This is an optimization exercise on Yosys and OpenROAD, whose aim is small area and a short achievable clock period, not a production implementation.
In this exercise RTL edits were held to simulation tests only and were not proved equivalent to the original.

==> 02-12: inputs <==
==> flow/design.v <==
module QR_decomposition_v2(clk, rst_n,valid, in_1, in_2, in_3, in_4, out_1, out_2, out_3, out_4);
	parameter HOLD = 4;
	input clk;
	input rst_n;
	input valid;
	input signed [17-1:0] in_1, in_2, in_3, in_4;
	output signed [17-1:0] out_1, out_2, out_3, out_4;
	reg [2:0] counter;
	always @(posedge clk, negedge rst_n) begin
		if (!rst_n) counter <= 3'd0;
		else if (valid) counter <= counter + 3'd1;
	end
	reg signed [17-1:0] in_skew_3[1*HOLD-1:0], in_skew_4[2*HOLD-1:0];
	reg signed [17-1:0] DU2[HOLD-1:0], DU3[HOLD-1:0];
	reg signed [17-1:0] out_skew_2[1*HOLD-1:0], out_skew_1[2*HOLD-1:0];
	wire signed [17-1:0] xin_PE[6:1], yin_PE[6:1];
	wire signed [17-1:0] xout_PE[6:1], yout_PE[6:1];
	wire mode_PE[6:1], rz_PE[6:1];
	wire signed [17-1:0] DU2_c, DU3_c, out_skew_1_c, out_skew_2_c;
	CSD csd_du2(.in(DU2[0]), .out(DU2_c));
	CSD csd_du3(.in(DU3[0]), .out(DU3_c));
	CSD csd_os1(.in(out_skew_1[0]), .out(out_skew_1_c));
	CSD csd_os2(.in(out_skew_2[0]), .out(out_skew_2_c));
	integer i;
	always @(posedge clk, negedge rst_n) begin
		if (!rst_n) begin
			for (i = 0; i < HOLD; i = i + 1) begin
				in_skew_3[i] <= 0; DU2[i] <= 0; DU3[i] <= 0; out_skew_2[i] <= 0;
			end
			for (i = 0; i < 2*HOLD; i = i + 1) begin
				in_skew_4[i] <= 0; out_skew_1[i] <= 0;
			end
		end else begin
			in_skew_3[0] <= in_3;
			in_skew_4[0] <= in_4;
			DU2[0] <= yout_PE[1];
			DU3[0] <= yout_PE[4];
			out_skew_1[0] <= xout_PE[3];
			out_skew_2[0] <= xout_PE[5];
			DU2[1] <= DU2_c;
			DU3[1] <= DU3_c;
			out_skew_1[1] <= out_skew_1_c;
			out_skew_2[1] <= out_skew_2_c;
			for (i = 1; i < HOLD; i = i + 1) in_skew_3[i] <= in_skew_3[i-1];
			for (i = 2; i < HOLD; i = i + 1) begin
				DU2[i] <= DU2[i-1]; DU3[i] <= DU3[i-1]; out_skew_2[i] <= out_skew_2[i-1];
			end
			for (i = 1; i < 2*HOLD; i = i + 1) in_skew_4[i] <= in_skew_4[i-1];
			for (i = 2; i < 2*HOLD; i = i + 1) out_skew_1[i] <= out_skew_1[i-1];
		end
	end
	assign xin_PE[1] = in_1;           assign yin_PE[1] = in_2;
	assign xin_PE[2] = xout_PE[1];     assign yin_PE[2] = in_skew_3[HOLD-1];
	assign xin_PE[3] = xout_PE[2];     assign yin_PE[3] = in_skew_4[2*HOLD-1];
	assign xin_PE[4] = DU2[HOLD-1];    assign yin_PE[4] = yout_PE[2];
	assign xin_PE[5] = xout_PE[4];     assign yin_PE[5] = yout_PE[3];
	assign xin_PE[6] = DU3[HOLD-1];    assign yin_PE[6] = yout_PE[5];
	assign mode_PE[1] = (counter != 3'd0);
	assign mode_PE[2] = (counter != 3'd4);
	assign mode_PE[3] = (counter != 3'd0);
	assign mode_PE[4] = (counter != 3'd1);
	assign mode_PE[5] = (counter != 3'd5);
	assign mode_PE[6] = (counter != 3'd2);
	assign rz_PE[1] = 1'b0;
	assign rz_PE[2] = 1'b0;
	assign rz_PE[3] = 1'b0;
	assign rz_PE[4] = (counter == 3'd0);
	assign rz_PE[5] = (counter == 3'd4);
	assign rz_PE[6] = (counter == 3'd0) | (counter == 3'd1);
	localparam [15:0] CUTS_FIRST = 16'b0100010001000010;  
	localparam [15:0] CUTS_MID   = 16'b0100100010001000;  
	localparam [15:0] CUTS_LAST  = 16'b1000100010001000;  
	CORDIC_PE #(.CUTS(CUTS_FIRST), .CSD_X(0), .CSD_Y(0), .CSD_OUT(0)) pe1 (.clk(clk), .rst_n(rst_n),
		.mode(mode_PE[1]), .rz(rz_PE[1]), .x(xin_PE[1]), .y(yin_PE[1]), .x_out(xout_PE[1]), .y_out(yout_PE[1]));
	CORDIC_PE #(.CUTS(CUTS_MID), .CSD_X(1), .CSD_Y(0), .CSD_OUT(0)) pe2 (.clk(clk), .rst_n(rst_n),
		.mode(mode_PE[2]), .rz(rz_PE[2]), .x(xin_PE[2]), .y(yin_PE[2]), .x_out(xout_PE[2]), .y_out(yout_PE[2]));
	CORDIC_PE #(.CUTS(CUTS_MID), .CSD_X(1), .CSD_Y(0), .CSD_OUT(0)) pe3 (.clk(clk), .rst_n(rst_n),
		.mode(mode_PE[3]), .rz(rz_PE[3]), .x(xin_PE[3]), .y(yin_PE[3]), .x_out(xout_PE[3]), .y_out(yout_PE[3]));
	CORDIC_PE #(.CUTS(CUTS_MID), .CSD_X(0), .CSD_Y(1), .CSD_OUT(0)) pe4 (.clk(clk), .rst_n(rst_n),
		.mode(mode_PE[4]), .rz(rz_PE[4]), .x(xin_PE[4]), .y(yin_PE[4]), .x_out(xout_PE[4]), .y_out(yout_PE[4]));
	CORDIC_PE #(.CUTS(CUTS_MID), .CSD_X(1), .CSD_Y(1), .CSD_OUT(0)) pe5 (.clk(clk), .rst_n(rst_n),
		.mode(mode_PE[5]), .rz(rz_PE[5]), .x(xin_PE[5]), .y(yin_PE[5]), .x_out(xout_PE[5]), .y_out(yout_PE[5]));
	CORDIC_PE #(.CUTS(CUTS_LAST), .CSD_X(0), .CSD_Y(1), .CSD_OUT(1)) pe6 (.clk(clk), .rst_n(rst_n),
		.mode(mode_PE[6]), .rz(rz_PE[6]), .x(xin_PE[6]), .y(yin_PE[6]), .x_out(xout_PE[6]), .y_out(yout_PE[6]));
	assign out_1 = out_skew_1[2*HOLD-1];
	assign out_2 = out_skew_2[HOLD-1];
	assign out_3 = xout_PE[6];
	assign out_4 = yout_PE[6];
endmodule
module CSD(in, out);
input signed [17-1:0] in;
output signed [17-1:0] out;
wire signed [17-1:0] xbuff1, xbuff3, xbuff6, xbuff9, xbuff12, xbuff14;
wire signed [17-1:0] add_buff1, add_buff2, add_buff3, add_buff4;
assign xbuff1 = in >>> 1;
assign xbuff3 = in >>> 3;
assign xbuff6 = in >>> 6;
assign xbuff9 = in >>> 9;
assign xbuff12= in >>> 12;
assign xbuff14= in >>> 14;
assign add_buff1 = xbuff1+xbuff3;
assign add_buff2 = xbuff6+xbuff9;
assign add_buff3 = xbuff12-xbuff14;
assign out = add_buff1 - add_buff2 -add_buff3 ;
endmodule
module CORDIC_PE_Acc(x, y, mu, x_out, y_out);
parameter SHIFT_STAGE = 0;
input signed [17-1:0] x, y;
input mu;
output signed [17-1:0] x_out, y_out;
wire signed [17-1:0] X_SHIFT = x >>> SHIFT_STAGE;
wire signed [17-1:0] Y_SHIFT = y >>> SHIFT_STAGE;
CSA_add add_x(.a(x), .b(Y_SHIFT ^ {17{mu}}), .ci(mu), .s(x_out));
CSA_add add_y(.a(y), .b(X_SHIFT ^ {17{!mu}}), .ci(!mu), .s(y_out));
endmodule
module CSA_add(a, b, ci, s);
input [17-1:0] a, b;
input ci;
output [17-1:0] s;
wire [17-1:0] p0 = a ^ b;
wire [17-1:0] g0 = a & b;
genvar l, j;
generate
	for (l = 0; l <= 5; l = l + 1) begin : lv
		wire [17-1:0] g, p;
		if (l == 0) begin : init
			assign g = {g0[17-1:1], g0[0] | (p0[0] & ci)};
			assign p = p0;
		end else begin : tree
			for (j = 0; j < 17; j = j + 1) begin : b
				if ((j >> (l-1)) & 1) begin : comb
					assign g[j] = lv[l-1].g[j] | (lv[l-1].p[j] & lv[l-1].g[((j >> (l-1)) << (l-1)) - 1]);
					assign p[j] = lv[l-1].p[j] & lv[l-1].p[((j >> (l-1)) << (l-1)) - 1];
				end else begin : keep
					assign g[j] = lv[l-1].g[j];
					assign p[j] = lv[l-1].p[j];
				end
			end
		end
	end
endgenerate
assign s = p0 ^ {lv[5].g[17-2:0], ci};
endmodule
module CORDIC_PE(clk, rst_n, mode, rz, x, y, x_out, y_out);
	parameter [15:0] CUTS = 16'b0100100010001000;
	parameter CSD_X = 0;    
	parameter CSD_Y = 0;    
	parameter CSD_OUT = 0;  
	localparam [12:0] RZ_MU = 13'b1000011010001;
	input clk, rst_n;
	input mode, rz;
	input signed [17-1:0] x, y;
	output signed [17-1:0] x_out, y_out;
	reg map_s;
	reg [12:0] mu_s;
	genvar e;
	generate
		for (e = 0; e < 16; e = e + 1) begin : el
			wire signed [17-1:0] xi, yi;
			wire mi, ri, pi;
			wire signed [17-1:0] xo, yo;
			if (e == 0) begin : head
				assign xi = x;
				assign yi = y;
				assign mi = mode;
				assign ri = rz;
				assign pi = map_s;
			end else begin : link
				assign xi = el[e-1].xq;
				assign yi = el[e-1].yq;
				assign mi = el[e-1].mq;
				assign ri = el[e-1].rq;
				assign pi = el[e-1].pq;
			end
			if (e == 0 || e == 15) begin : csd
				if ((e == 0) ? CSD_X : CSD_OUT) begin : cx
					CSD scaling_x(.in(xi), .out(xo));
				end else begin : nx
					assign xo = xi;
				end
				if ((e == 0) ? CSD_Y : CSD_OUT) begin : cy
					CSD scaling_y(.in(yi), .out(yo));
				end else begin : ny
					assign yo = yi;
				end
			end else if (e == 1) begin : entry
				wire nx = !ri & (mi ? pi : xi[17-1]);
				wire ny = !ri & mi & pi;
				assign xo = (xi ^ {17{nx}}) + nx;
				assign yo = (yi ^ {17{ny}}) + ny;
				always @(posedge clk, negedge rst_n) begin
					if (!rst_n) map_s <= 1'b0;
					else if (!mi) map_s <= xi[17-1];
				end
			end else begin : rot
				wire mu = ri ? RZ_MU[e-2] : (!mi ? yi[17-1] : (pi ^ mu_s[e-2]));
				CORDIC_PE_Acc #(.SHIFT_STAGE(e-2)) stage_(.x(xi), .y(yi), .mu(mu), .x_out(xo), .y_out(yo));
				always @(posedge clk, negedge rst_n) begin
					if (!rst_n) mu_s[e-2] <= 1'b0;
					else if (ri | !mi) mu_s[e-2] <= mu;
				end
			end
			wire signed [17-1:0] xq, yq;
			wire mq, rq, pq;
			if (CUTS[e]) begin : cut
				reg signed [17-1:0] xr, yr;
				reg mr, rr, pr;
				always @(posedge clk, negedge rst_n) begin
					if (!rst_n) begin
						xr <= 0; yr <= 0; mr <= 1'b0; rr <= 1'b0; pr <= 1'b0;
					end else begin
						xr <= xo; yr <= yo; mr <= mi; rr <= ri; pr <= pi;
					end
				end
				assign xq = xr; assign yq = yr; assign mq = mr; assign rq = rr; assign pq = pr;
			end else begin : pass
				assign xq = xo; assign yq = yo; assign mq = mi; assign rq = ri; assign pq = pi;
			end
		end
	endgenerate
	assign x_out = el[15].xq;
	assign y_out = el[15].yq;
endmodule
==> flow/run.sh <==
#!/bin/bash
# synth_recipe.tcl (not shown) runs the flow's synth.tcl, then flattens the netlist and writes it again
# the make line also repeats each setting of config.mk as NAME=value (left out here)
make -C /OpenROAD-flow-scripts/flow DESIGN_CONFIG=/design/flow/config.mk WORK_HOME=/design/flow/orfs CLKGATE_MAP_FILE= SYNTH_SCRIPT=/design/flow/synth_recipe.tcl finish
==> flow/config.mk <==
export PLATFORM = sky130hd
export DESIGN_NAME = QR_decomposition_v2
export DESIGN_NICKNAME = QR_decomposition_v2
export VERILOG_FILES = /design/flow/design.v
export SDC_FILE = /design/flow/constraint.sdc
export NUM_CORES = 4
export LEC_CHECK = 0
export ABC_AREA = 1
export ABC_CLOCK_PERIOD_IN_PS = 18000
export CAP_MARGIN = 20
export CORE_MARGIN = 2
export CORE_UTILIZATION = 35
export SETUP_SLACK_MARGIN = 0.5
export SLEW_MARGIN = 20
==> flow/constraint.sdc <==
create_clock -name core_clock -period 27.0 [get_ports {clk}]
set_input_delay 5.4000 -clock core_clock [delete_from_list [all_inputs] [get_ports {clk}]]
set_output_delay 5.4000 -clock core_clock [all_outputs]
set_load 0.01 [all_outputs]
==> 04-22 (differences from 02-12) <==
==> flow/flow/run.sh (new file) <==
#!/bin/bash
# Layout flow: the standard flow, except that Yosys does not extract
# full/half adder cells before ABC, so ABC maps each register-to-register
# cone of the CORDIC adder chains as a whole. Registers are unchanged.
set -euo pipefail
sed 's/CLKGATE_MAP_FILE= /CLKGATE_MAP_FILE= ADDER_MAP_FILE= /' standard.sh > standard_noadders.sh
grep -q 'ADDER_MAP_FILE= ' standard_noadders.sh
bash standard_noadders.sh > flow_make.log 2>&1
==> flow/standard.sh (new file) <==
#!/bin/bash
# synth_recipe.tcl (not shown) runs the flow's synth.tcl, then flattens the netlist and writes it again
# the make line also repeats each setting of config.mk as NAME=value (left out here)
make -C /OpenROAD-flow-scripts/flow DESIGN_CONFIG=/design/flow/config.mk WORK_HOME=/design/flow/orfs CLKGATE_MAP_FILE= SYNTH_SCRIPT=/design/flow/synth_recipe.tcl "${@:-finish}"
removed: flow/run.sh
==> impl_metrics.toml <==
[outcome]
status = "finished clean"

[drt]
viasPerCell = 4.78

[yosys]
syn_inst = 37800
syn-cell-area_um2 = 205000
muxShareOfSynthArea = 0.000220
yosysMostFrequentCell = "nand2_1"

[timing]
final.setup_skew_ps = 93.3

[die]
die_h_um = 769

[place]
gp_congestion = 0.893
the above is filed under 04-22

==> impl_metrics.toml <==
[outcome]
status = "finished clean"

[drt]
viasPerCell = 4.58

[layout]
clockBufferCount = 223

[yosys]
yosysMostFrequentCell = "inv_1"
muxShareOfSynthArea = 0.00127
syn-cell-area_um2 = 173000
the above is filed under 02-12

-- static timing again, ports no longer ideal --
The flow's constraints put no driver on any port. The routed layouts listed below were extracted and timed again, unchanged, in two steps.
Step 1: set_driving_cell puts a clkbuf_16 on clk and a buf_2 on each other input, an assumption about the parent block.
Step 2 moves the port delays by t, midway between the first and last clock arrival at a register: inputs arrive t later, outputs are due t later. That takes back most of the time a late clock gives input paths.
a / b / c = ideal / step 1 / step 2; a / b = the first two.
run	shift t [ns]	slack for setup (ns)	latest minus earliest clock arrival (ns)	worst register clock-pin slew, ns	pins driven straight from the clock port
02-12	0.995	11.932 / 11.932 / 11.932	0.104 / 0.104	0.07 / 0.07	1
04-22	1.027	15.932 / 15.932 / 15.932	0.136 / 0.136	0.08 / 0.08	1
After both steps setup and hold are still met in every run listed.
